Context: an optimization exercise on an open-source flow, tuned for small area. The choices shown serve that exercise and are no tape-out recipe. The RTL was checked by simulation tests, not by an equivalence proof against the original design.

==> flow/design.v (outline; a module is shown in full before it is edited, if it fits) <==
// module hamming_window: 1009 lines
// module mul_fa: 4 lines
// module ha_m: 4 lines
// module aoi222m: 4 lines
// module oa22m: 3 lines
// module oa21m: 3 lines
// module aoi221m: 3 lines
// module aoi21m: 3 lines
// module mux2im: 3 lines
// module oai22m: 3 lines
// module or2m: 3 lines
// module nand2m: 3 lines
// module nor2m: 3 lines
// module inv_m: 3 lines
// module and2m: 3 lines
// module xor2m: 3 lines
// module xnor2m: 3 lines
// module xor3m: 3 lines
// module carry2: 3 lines
// module gp_t: 4 lines
// module gp_n: 4 lines
// module chain_aoi: 3 lines
// module chain_oai: 3 lines
// module rom_dd: 401 lines
// module rom_fix: 137 lines
// module k_a2111o: 3 lines
// module k_a211o: 3 lines
// module k_a21o: 3 lines
// module k_a221o: 3 lines
// module k_a311oi: 3 lines
// module k_a31oi: 3 lines
// module k_a32o: 3 lines
// module k_a32oi: 3 lines
// module k_and2: 3 lines
// module k_and3: 3 lines
// module k_inv: 3 lines
// module k_nand2: 3 lines
// module k_nand2b: 3 lines
// module k_nand3: 3 lines
// module k_nand4: 3 lines
// module k_nor2: 3 lines
// module k_o2111a: 3 lines
// module k_o211a: 3 lines
// module k_o21ai: 3 lines
// module k_o22ai: 3 lines
// module k_o311a: 3 lines
// module k_o311ai: 3 lines
// module k_o31a: 3 lines
// module k_o41a: 3 lines
// module k_or3: 3 lines
// module k_xnor2: 3 lines
module hamming_window #(
    parameter DATA_WIDTH = 16,
    parameter WINDOW_SIZE = 1024
)(
    input wire clk,
    input wire rst_n,
    input wire [DATA_WIDTH-1:0] data_in,
    input wire data_valid,
    output wire [DATA_WIDTH-1:0] data_out,
    output wire data_out_valid
);
  // ...
==> flow/run.sh <==
#!/bin/bash
# synth_recipe.tcl (not shown) runs the flow's synth.tcl, then flattens the netlist and writes it again
# the make line also repeats each setting of config.mk as NAME=value (left out here)
make -C /OpenROAD-flow-scripts/flow DESIGN_CONFIG=/design/flow/config.mk WORK_HOME=/design/flow/orfs CLKGATE_MAP_FILE= SYNTH_SCRIPT=/design/flow/synth_recipe.tcl finish
==> flow/config.mk <==
export PLATFORM = sky130hd
export DESIGN_NAME = hamming_window
export DESIGN_NICKNAME = hamming_window
export VERILOG_FILES = /design/flow/design.v
export SDC_FILE = /design/flow/constraint.sdc
export NUM_CORES = 4
export LEC_CHECK = 0
export CAP_MARGIN = 20
export CORE_MARGIN = 2
export CORE_UTILIZATION = 60
export PLACE_DENSITY = 0.7
export SLEW_MARGIN = 20
export SYNTH_HIERARCHICAL = 1
export SYNTH_MEMORY_MAX_BITS = 32768
export SYNTH_MINIMUM_KEEP_SIZE = 0
==> flow/constraint.sdc <==
create_clock -name core_clock -period 10.0 [get_ports {clk}]
set_input_delay 2.0000 -clock core_clock [delete_from_list [all_inputs] [get_ports {clk}]]
set_output_delay 2.0000 -clock core_clock [all_outputs]
set_load 0.01 [all_outputs]
==> summary.txt, run 1 <==
status: timing/DRC/antenna clean
Yosys cell types: 42
ClkCell Share: 1.82%
synth top area cells: fa_1 (30%), a222oi_1 (13%), dfrtp_1 (8.3%), ha_1 (5.1%), nor2_1 (4.8%)
Core Util, Final: 69.0%
Worst Path Buf+Inv: 2
Hold Crit Depth: 1
multi-input logic cell count: 683
FF+latch area: 1160 sq um
setup repair bufs after CTS: 0
R2R Path End: result_hi[14]$_DFF_P_
Crit path max-delay family: compound AO/OA/AOI/OAI gates
Slowest-stage cell, CP: clkdlybuf4s50_1
CP startpoint: data_in[13]
source of the worst hold timing path: slope[0]$_DFF_PN0_
gr usage total: 36.3%
non-clk buf share: 6.47%
post-synthesis simple-gate area fraction: 12.6%
number of buffers created by CTS: 5
Compound-Gate Fraction of Synth Area: 26.7%
main combinational cell family by area after synthesis: adder cells
first-pass GRT wire length: 40.6 mm
Antenna Nets Post-Route: 0
WL met3: 3.51 mm
tapcell count: 172
Vias/cell: 7.41
Stages on worst setup path: 25
grt ovf: 0
buffers outside the clock class: 64
Hold Crit Class: flop to flop
sequential share of the synthesized area: 14.9%
clock slew at reported path FFs: 0.07 ns
number of DRC markers in iteration 0: 2404
post-synthesis mux area share: 0.898%
Root Buffer: clkbuf_16
# clk buffers: 5
Clock Skew: 0.0103 ns
period utilization: 86.8%
Starting Density: 61.6%
Slew Viols, Final: 0
worst path arrival time: 8.90 ns
Pre-Repair DR Iteration Count: 33
CP Capture Type: flop
multi-input gate share of total cell area: 72.6%
==> run 2, diff against run 1 <==
==> flow/flow/run.sh (new file) <==
#!/bin/bash
# Layout flow: the standard layout (standard.sh: standard synthesis, floorplan,
# placement, CTS, routing, finish) with one change: the buffers that ORFS puts on
# every input and output port are the smallest buffer, sky130_fd_sc_hd__buf_1,
# instead of ORFS's default choice.  Each tool's full output stays in the ORFS
# log folder (orfs/logs/...); make's own output goes to flow_make.log.
set -euo pipefail
export BUFFER_PORTS_ARGS="-buffer_cell sky130_fd_sc_hd__buf_1"
bash standard.sh finish > flow_make.log 2>&1
==> flow/standard.sh (new file) <==
#!/bin/bash
# synth_recipe.tcl (not shown) runs the flow's synth.tcl, then flattens the netlist and writes it again
# the make line also repeats each setting of config.mk as NAME=value (left out here)
make -C /OpenROAD-flow-scripts/flow DESIGN_CONFIG=/design/flow/config.mk WORK_HOME=/design/flow/orfs CLKGATE_MAP_FILE= SYNTH_SCRIPT=/design/flow/synth_recipe.tcl "${@:-finish}"
--- a/flow/config.mk
+++ b/flow/config.mk
@@ -9,4 +9,5 @@
 export CORE_MARGIN = 2
 export CORE_UTILIZATION = 60
+export CTS_BUF_LIST = sky130_fd_sc_hd__clkbuf_8
 export PLACE_DENSITY = 0.7
 export SLEW_MARGIN = 20
removed: flow/run.sh
==> summary.txt, run 2 <==
first-pass GRT wire length: 39.5 mm (was 40.6 mm)
number of buffers created by CTS: 5 (unchanged)
commonest non-fill, non-tap cell in the layout: fa_1 (unchanged)
# nets final: 1046 (was 1047)
# IOs: 36 (unchanged)
Mapped Cells: 810 (unchanged)
Pre-Repair DR Iteration Count: 20 (was 33)
number of global-route vias before repair: 7628 (was 7621)
Clock Skew: 0.00675 ns (was 0.0103 ns)
die span in y: 118 um (unchanged)
most common cell in the netlist: fa_1 (unchanged)
CP Capture Type: flop (unchanged)
post-CTS sizing: 0 (unchanged)
Post-synth top cells: fa_1 (116), a222oi_1 (105), nor2_1 (99) (unchanged)
asr flop ratio synth: 69.4% (unchanged)
Worst Tran Pin Value: 0.782 ns (was 0.733 ns)
Root Buffer: clkbuf_8 (was clkbuf_16)
gr usage total: 35.2% (was 36.3%)
top_reg_cell synth: dfrtp_1 (unchanged)
DRC: 0 (unchanged)
clock slew at reported path FFs: 0.10 ns (was 0.07 ns)
Vias/cell: 7.40 (was 7.41)
synth top area cells: fa_1 (30%), a222oi_1 (13%), dfrtp_1 (8.3%), ha_1 (5.1%), nor2_1 (4.8%) (unchanged)
initial antenna violation count: 0 (unchanged)
row count: 41 (unchanged)
clk buf depth: 2 (unchanged)
Slew Viols, Final: 0 (unchanged)
min Tclk post-route: 8.26 ns (was 8.68 ns)
# diodes: 0 (unchanged)
Starting Density: 61.6% (unchanged)
Worst setup SP type: input pin (unchanged)
worst-path fanout max: 16 (unchanged)
Antenna Nets Post-Route: 0 (unchanged)
Place WS: 1.57 ns (was 1.23 ns)
Worst Slack Setup Final: 1.74 ns (was 1.32 ns)
largest net degree at the start of global routing: 35 (unchanged)
CTS tree: done (unchanged)
period utilization: 82.6% (was 86.8%)
grt ovf: 0 (unchanged)
most used cell, CP: o21ai_1
worst path arrival time: 8.51 ns (was 8.90 ns)
CP required: 10.25 ns (was 10.22 ns)
Seq cells post-synth: 49 (unchanged)
post-DP HPWL: 17.8 mm (was 18.6 mm)
Crit Path Category: input pin to flop (unchanged)
syn nets: 977 (unchanged)
Post-CTS Hold Fix Bufs: 0 (unchanged)
Post-Route WL: 24.1 mm (was 25.1 mm)
core area: 12700 sq um (unchanged)
input/output buffers: 34 (unchanged)
wire per inst: 22.9 um (was 23.9 um)
final setup fails: 0 (unchanged)
Multi-input gate area: 6350 sq um (unchanged)
Mapped Area: 7800 sq um (unchanged)
Hold Violations, Final: 0 (unchanged)
Post-synth EDFFs: 0 (unchanged)
final setup TNS: 0 ns (unchanged)
largest area contributor in the netlist: fa_1 (unchanged)
Slowest-stage cell, CP: a222oi_1 (was clkdlybuf4s50_1)
Yosys cell types: 42 (unchanged)
layout cell share with drive strength beyond 1: 9.20% (was 9.19%)
max-cap viol count: 0 (unchanged)
die area: 13900 sq um (unchanged)
via count: 7782 (was 7798)
Achievable Freq: 121 MHz (was 115 MHz)
Sink Count: 49 (unchanged)
post-synth top area share: 29.8% (unchanged)
Chip Width: 118 um (unchanged)
status: timing/DRC/antenna clean (unchanged)
fillcell total: 1021 (was 970)
sequential share of the synthesized area: 14.9% (unchanged)
mean post-synth cell area: 9.64 sq um (unchanged)
Yosys warnings: 7 (unchanged)
RSZ-0062 raised after global routing: false (unchanged)
H-tree lvl count: 2 (unchanged)
Top Registers: coeff x15, result_hi x15, window_index x10 (unchanged)
FF+latch area: 1160 sq um (unchanged)
Hold Crit Class: flop to flop (unchanged)
Slew Limit Headroom: 47.8% (was 51.0%)
Clk Latency, worst-skew pair: 0.32 ns (was 0.30 ns)
RePlAce Congestion: 1.02 (was 0.982)
setup repair bufs after CTS: 0 (unchanged)
Max stage delay on crit path: 0.52 ns (was 0.72 ns)
number of DRC markers in iteration 0: 2614 (was 2404)
most frequent cells in the layout: fa_1 (116), a222oi_1 (105), nor2_1 (99) (unchanged)
Area growth syn-to-layout: 8.35% (was 11.9%)
-- run 2: cell counts after synthesis --
No cell type changed its count.
-- run 2: logic make-up after synthesis --
family	Yosys count	share of synthesized area, %
xor gates and xnor gates	50	6.19
buffers and inverters	78	3.80
and+or+nand+nor	227	12.6
AOI/OAI and AO/OA	250	26.7
DFF	49	14.9
other	1	0.0480
adders and majority gates	148	34.9
muxes	7	0.898
-- run 2: path summary, 6_finish.rpt --
kind / end / slack [ns] / depth (start not counted) / startpoint
max: result_hi[14]$_DFF_P_ / 1.74 / 28 / data_in[10]
min: slope[0]$_DFF_PN0_ / 0.51 / 1 / slope[0]$_DFF_PN0_
min reg2reg: slope[0]$_DFF_PN0_ / 0.51 / 1 / slope[0]$_DFF_PN0_
max reg2reg: result_hi[14]$_DFF_P_ / 2.01 / 33 / coeff[1]$_DFF_PN0_
max in group asynchronous: window_index[6]$_DFF_PN0_ / 7.77 / 1 / rst_n
min in group asynchronous: coeff[8]$_DFF_PN0_ / 1.73 / 1 / rst_n
-- run 2: routing by layer --
metal | up-vias | track usage (%) | wire, um
met1 | 3700 | 49.3 | 9000
li1 | 3229 | - | -
met3 | 140 | 9.06 | 3360
met2 | 713 | 53.0 | 10600
met4 | 0 | 12.8 | 1140
met5 | - | 0.368 | 0
-- run 2: area by class of cell --
type / count / area share, %
Clock buffer: 5 / 0.814
Clock inverter: 3 / 0.340
Inverter: 77 / 3.42
Multi-Input combinational cell: 683 / 75.1
Sequential cell: 49 / 13.7
Tap cell: 172 / 2.54
Timing Repair Buffer: 63 / 4.10
-- run 2: Yosys stat by module, one instance, submodules excluded, excerpt --
module          flops+latches  copies in the design
k_inv                       0                    34
carry2                      0                     1
k_o2111a                    0                     2
k_o41a                      0                     1
inv_m                       0                    43
xnor2m                      0                    21
aoi221m                     0                     7
k_xnor2                     0                     1
k_a211o                     0                     1
k_and3                      0                     4
k_and2                      0                     3
aoi21m                      0                     7
k_o211a                     0                     1
aoi222m                     0                   105
hamming_window             49                     1
k_a31oi                     0                    15
-- run 2: worst max-delay path: cells and delay by family --
kind	cells	cell delay, ns
AND/OR/NAND/NOR	1	0.05
XOR/XNOR	1	0.16
AO/OA/AOI/OAI	20	3.86
buffers and inverters	2	0.72
adder cells (fa/ha/maj)	4	1.73
-- run 2: metrics by stage --
stage	hold slack [ns]	utilization (%)	instances	area, sq um
after floorplan	0.471	-	810	7800
after global placement	0.482	66.0	1044	8360
after detailed placement	0.489	66.0	1044	8360
after CTS	0.513	66.7	1052	8460
after global routing	0.557	66.7	1052	8460
final	0.509	66.7	1052	8460
==> run 3, diff against run 2 <==
--- a/flow/config.mk
+++ b/flow/config.mk
@@ -8,7 +8,7 @@
 export CAP_MARGIN = 20
 export CORE_MARGIN = 2
-export CORE_UTILIZATION = 60
+export CORE_UTILIZATION = 50
 export CTS_BUF_LIST = sky130_fd_sc_hd__clkbuf_8
-export PLACE_DENSITY = 0.7
+export PLACE_DENSITY = 0.55
 export SLEW_MARGIN = 20
 export SYNTH_HIERARCHICAL = 1
==> summary.txt, run 3 <==
most frequent cells in the layout: fa_1 (116), a222oi_1 (105), nor2_1 (99) (unchanged)
synth top area cells: fa_1 (30%), a222oi_1 (13%), dfrtp_1 (8.3%), ha_1 (5.1%), nor2_1 (4.8%) (unchanged)
Pre-Repair DR Iteration Count: 19 (was 20)
CTS tree: done (unchanged)
Hold Crit Class: flop to flop (unchanged)
syn nets: 977 (unchanged)
clock slew at reported path FFs: 0.11 ns (was 0.10 ns)
Post-synth top cells: fa_1 (116), a222oi_1 (105), nor2_1 (99) (unchanged)
setup repair bufs after CTS: 0 (unchanged)
Slew Limit Headroom: 47.2% (was 47.8%)
DRC: 0 (unchanged)
Crit Path Category: input pin to flop (unchanged)
Post-CTS Hold Fix Bufs: 0 (unchanged)
Multi-input gate area: 6350 sq um (unchanged)
Antenna Nets Post-Route: 0 (unchanged)
Post-Route WL: 24.0 mm (was 24.1 mm)
Top Registers: coeff x15, result_hi x15, window_index x10 (unchanged)
wire per inst: 22.5 um (was 22.9 um)
number of DRC markers in iteration 0: 1789 (was 2614)
post-DP HPWL: 18.1 mm (was 17.8 mm)
Mapped Area: 7800 sq um (unchanged)
Achievable Freq: 121 MHz (about the same)
post-synth top area share: 29.8% (unchanged)
core area: 15200 sq um (was 12700 sq um)
Worst setup SP type: input pin (unchanged)
CP Capture Type: flop (unchanged)
Clock Skew: 0.0185 ns (was 0.00675 ns)
first-pass GRT wire length: 39.2 mm (was 39.5 mm)
worst path arrival time: 8.51 ns (about the same)
clk buf depth: 2 (unchanged)
Final Hold Slack: 0.536 ns (was 0.509 ns)
Hold Violations, Final: 0 (unchanged)
post-CTS sizing: 0 (unchanged)
number of buffers created by CTS: 5 (unchanged)
final setup fails: 0 (unchanged)
layout cell share with drive strength beyond 1: 9.10% (was 9.20%)
period utilization: 82.6% (about the same)
Starting Density: 51.3% (was 61.6%)
Area growth syn-to-layout: 8.51% (was 8.35%)
Yosys cell types: 42 (unchanged)
top_reg_cell synth: dfrtp_1 (unchanged)
RSZ-0062 raised after global routing: false (unchanged)
largest net degree at the start of global routing: 35 (unchanged)
RePlAce Congestion: 0.960 (was 1.02)
fillcell total: 1363 (was 1021)
asr flop ratio synth: 69.4% (unchanged)
Sink Count: 49 (unchanged)
Clk Latency, worst-skew pair: 0.31 ns (was 0.32 ns)
largest area contributor in the netlist: fa_1 (unchanged)
sequential share of the synthesized area: 14.9% (unchanged)
input/output buffers: 34 (unchanged)
Seq cells post-synth: 49 (unchanged)
grt ovf: 0 (unchanged)
Mapped Cells: 810 (unchanged)
Chip Width: 129 um (was 118 um)
# nets final: 1045 (was 1046)
die span in y: 129 um (was 118 um)
Root Buffer: clkbuf_8 (unchanged)
Yosys warnings: 7 (unchanged)
FF+latch area: 1160 sq um (unchanged)
# IOs: 36 (unchanged)
H-tree lvl count: 2 (unchanged)
Max stage delay on crit path: 0.51 ns (was 0.52 ns)
mean post-synth cell area: 9.64 sq um (unchanged)
max-cap viol count: 0 (unchanged)
final setup TNS: 0 ns (unchanged)
Post-synth EDFFs: 0 (unchanged)
number of global-route vias before repair: 7394 (was 7628)
Vias/cell: 7.02 (was 7.40)
Worst Tran Pin Value: 0.793 ns (was 0.782 ns)
CP required: 10.25 ns (about the same)
initial antenna violation count: 0 (unchanged)
worst-path fanout max: 16 (unchanged)
Slew Viols, Final: 0 (unchanged)
min Tclk post-route: 8.26 ns (about the same)
# diodes: 0 (unchanged)
die area: 16600 sq um (was 13900 sq um)
most common cell in the netlist: fa_1 (unchanged)
gr usage total: 30.0% (was 35.2%)
via count: 7492 (was 7782)
commonest non-fill, non-tap cell in the layout: fa_1 (unchanged)
status: timing/DRC/antenna clean (unchanged)
Slowest-stage cell, CP: inv_1 (was a222oi_1)
row count: 45 (was 41)
## run 3: cell counts after synthesis
No cell type changed its count.
## run 3: stage by stage
stage / instance area, sq um / instances / utilization [%] / setup slack [ns]
floorplan: 7800 / 810 / - / 2.48
global placement: 8370 / 1059 / 55.1 / 1.71
detailed placement: 8370 / 1059 / 55.1 / 1.46
CTS: 8470 / 1067 / 55.7 / 1.76
global route: 8470 / 1067 / 55.7 / 1.17
finish: 8470 / 1067 / 55.7 / 1.74
## run 3: final cells by class
cell class,instances,share of cell area [%]
multi-input cells,683,74.9
flip-flops and latches,49,13.7
repair buffers,62,4.00
inverters,77,3.41
well taps,188,2.78
clock buffers,5,0.813
clock inverters,3,0.340
## run 3: metal layers
metal	part of all wire [%]	wire [um]	track usage, %	up-vias
met5	0	0	0	-
met4	3.0	716	9.08	0
met3	11	2750	6.15	73
met2	45	10700	45.2	555
met1	41	9870	43.8	3631
li1	-	-	-	3233
## run 3: logic make-up after synthesis
family | after synthesis | share of synthesized area (%)
AOI/OAI and AO/OA | 250 | 26.7
xor gates and xnor gates | 50 | 6.19
adders and majority gates | 148 | 34.9
buffers and inverters | 78 | 3.80
DFF | 49 | 14.9
muxes | 7 | 0.898
other | 1 | 0.0480
and+or+nand+nor | 227 | 12.6
## run 3: critical path: cells and delay by family
| family | cells | cell delay [ns] |
|---|---|---|
| buffers and inverters | 2 | 0.98 |
| AOI/OAI and AO/OA | 25 | 4.23 |
| and+or+nand+nor | 1 | 0.15 |
| adders and majority gates | 2 | 0.99 |
| xor gates and xnor gates | 1 | 0.16 |
## run 3: modules after synthesis, one instance, submodules excluded, excerpt
module / cells inside / copies in the design / flip-flops and latches
k_o311ai: 1 / 3 / 0
k_nand4: 1 / 4 / 0
hamming_window: 51 / 1 / 49
k_a32o: 1 / 1 / 0
k_o22ai: 1 / 5 / 0
gp_n: 2 / 14 / 0
k_o41a: 1 / 1 / 0
k_a31oi: 1 / 15 / 0
## run 3: worst paths after layout
check	cells past startpoint	to	startpoint	slack, ns
setup / recovery	31	result_hi[14]$_DFF_P_	data_in[0]	1.74
hold / removal	1	slope[0]$_DFF_PN0_	slope[0]$_DFF_PN0_	0.54
setup reg to reg	33	result_hi[14]$_DFF_P_	coeff[1]$_DFF_PN0_	2.12
min in group asynchronous	1	coeff[8]$_DFF_PN0_	rst_n	1.76
hold reg to reg	1	slope[0]$_DFF_PN0_	slope[0]$_DFF_PN0_	0.54
max in group asynchronous	1	coeff[6]$_DFF_PN0_	rst_n	7.74

## what the ideal ports hide
In the flow no input, the clock included, has a driving cell. The finished layouts below were timed again as built, in two steps.
Step 1 sets driving cells, clkbuf_16 on the clock port and buf_2 on the other inputs (assumed; they add their load-dependent delay and slew).
Step 2, shift: input delay + t, output delay - t, t = (earliest + latest rising clock arrival at the registers) / 2. This alone moves slack from input paths to output paths.
Slacks: no drivers / after step 1 / after step 2; pairs: no drivers / after step 1.
run | t, ns | setup WS [ns] | worst setup path at the end
run 1 | 0.335 | 1.316 / 1.327 / 0.992 | input to register
run 2 | 0.352 | 1.740 / 1.746 / 1.393 | input to register
run 3 | 0.339 | 1.740 / 1.748 / 1.409 | input to register
After both steps every run listed still meets setup and hold. The setup slack of run 2, which loses most, moves by +0.006 ns with the drivers and by -0.347 ns with both steps.
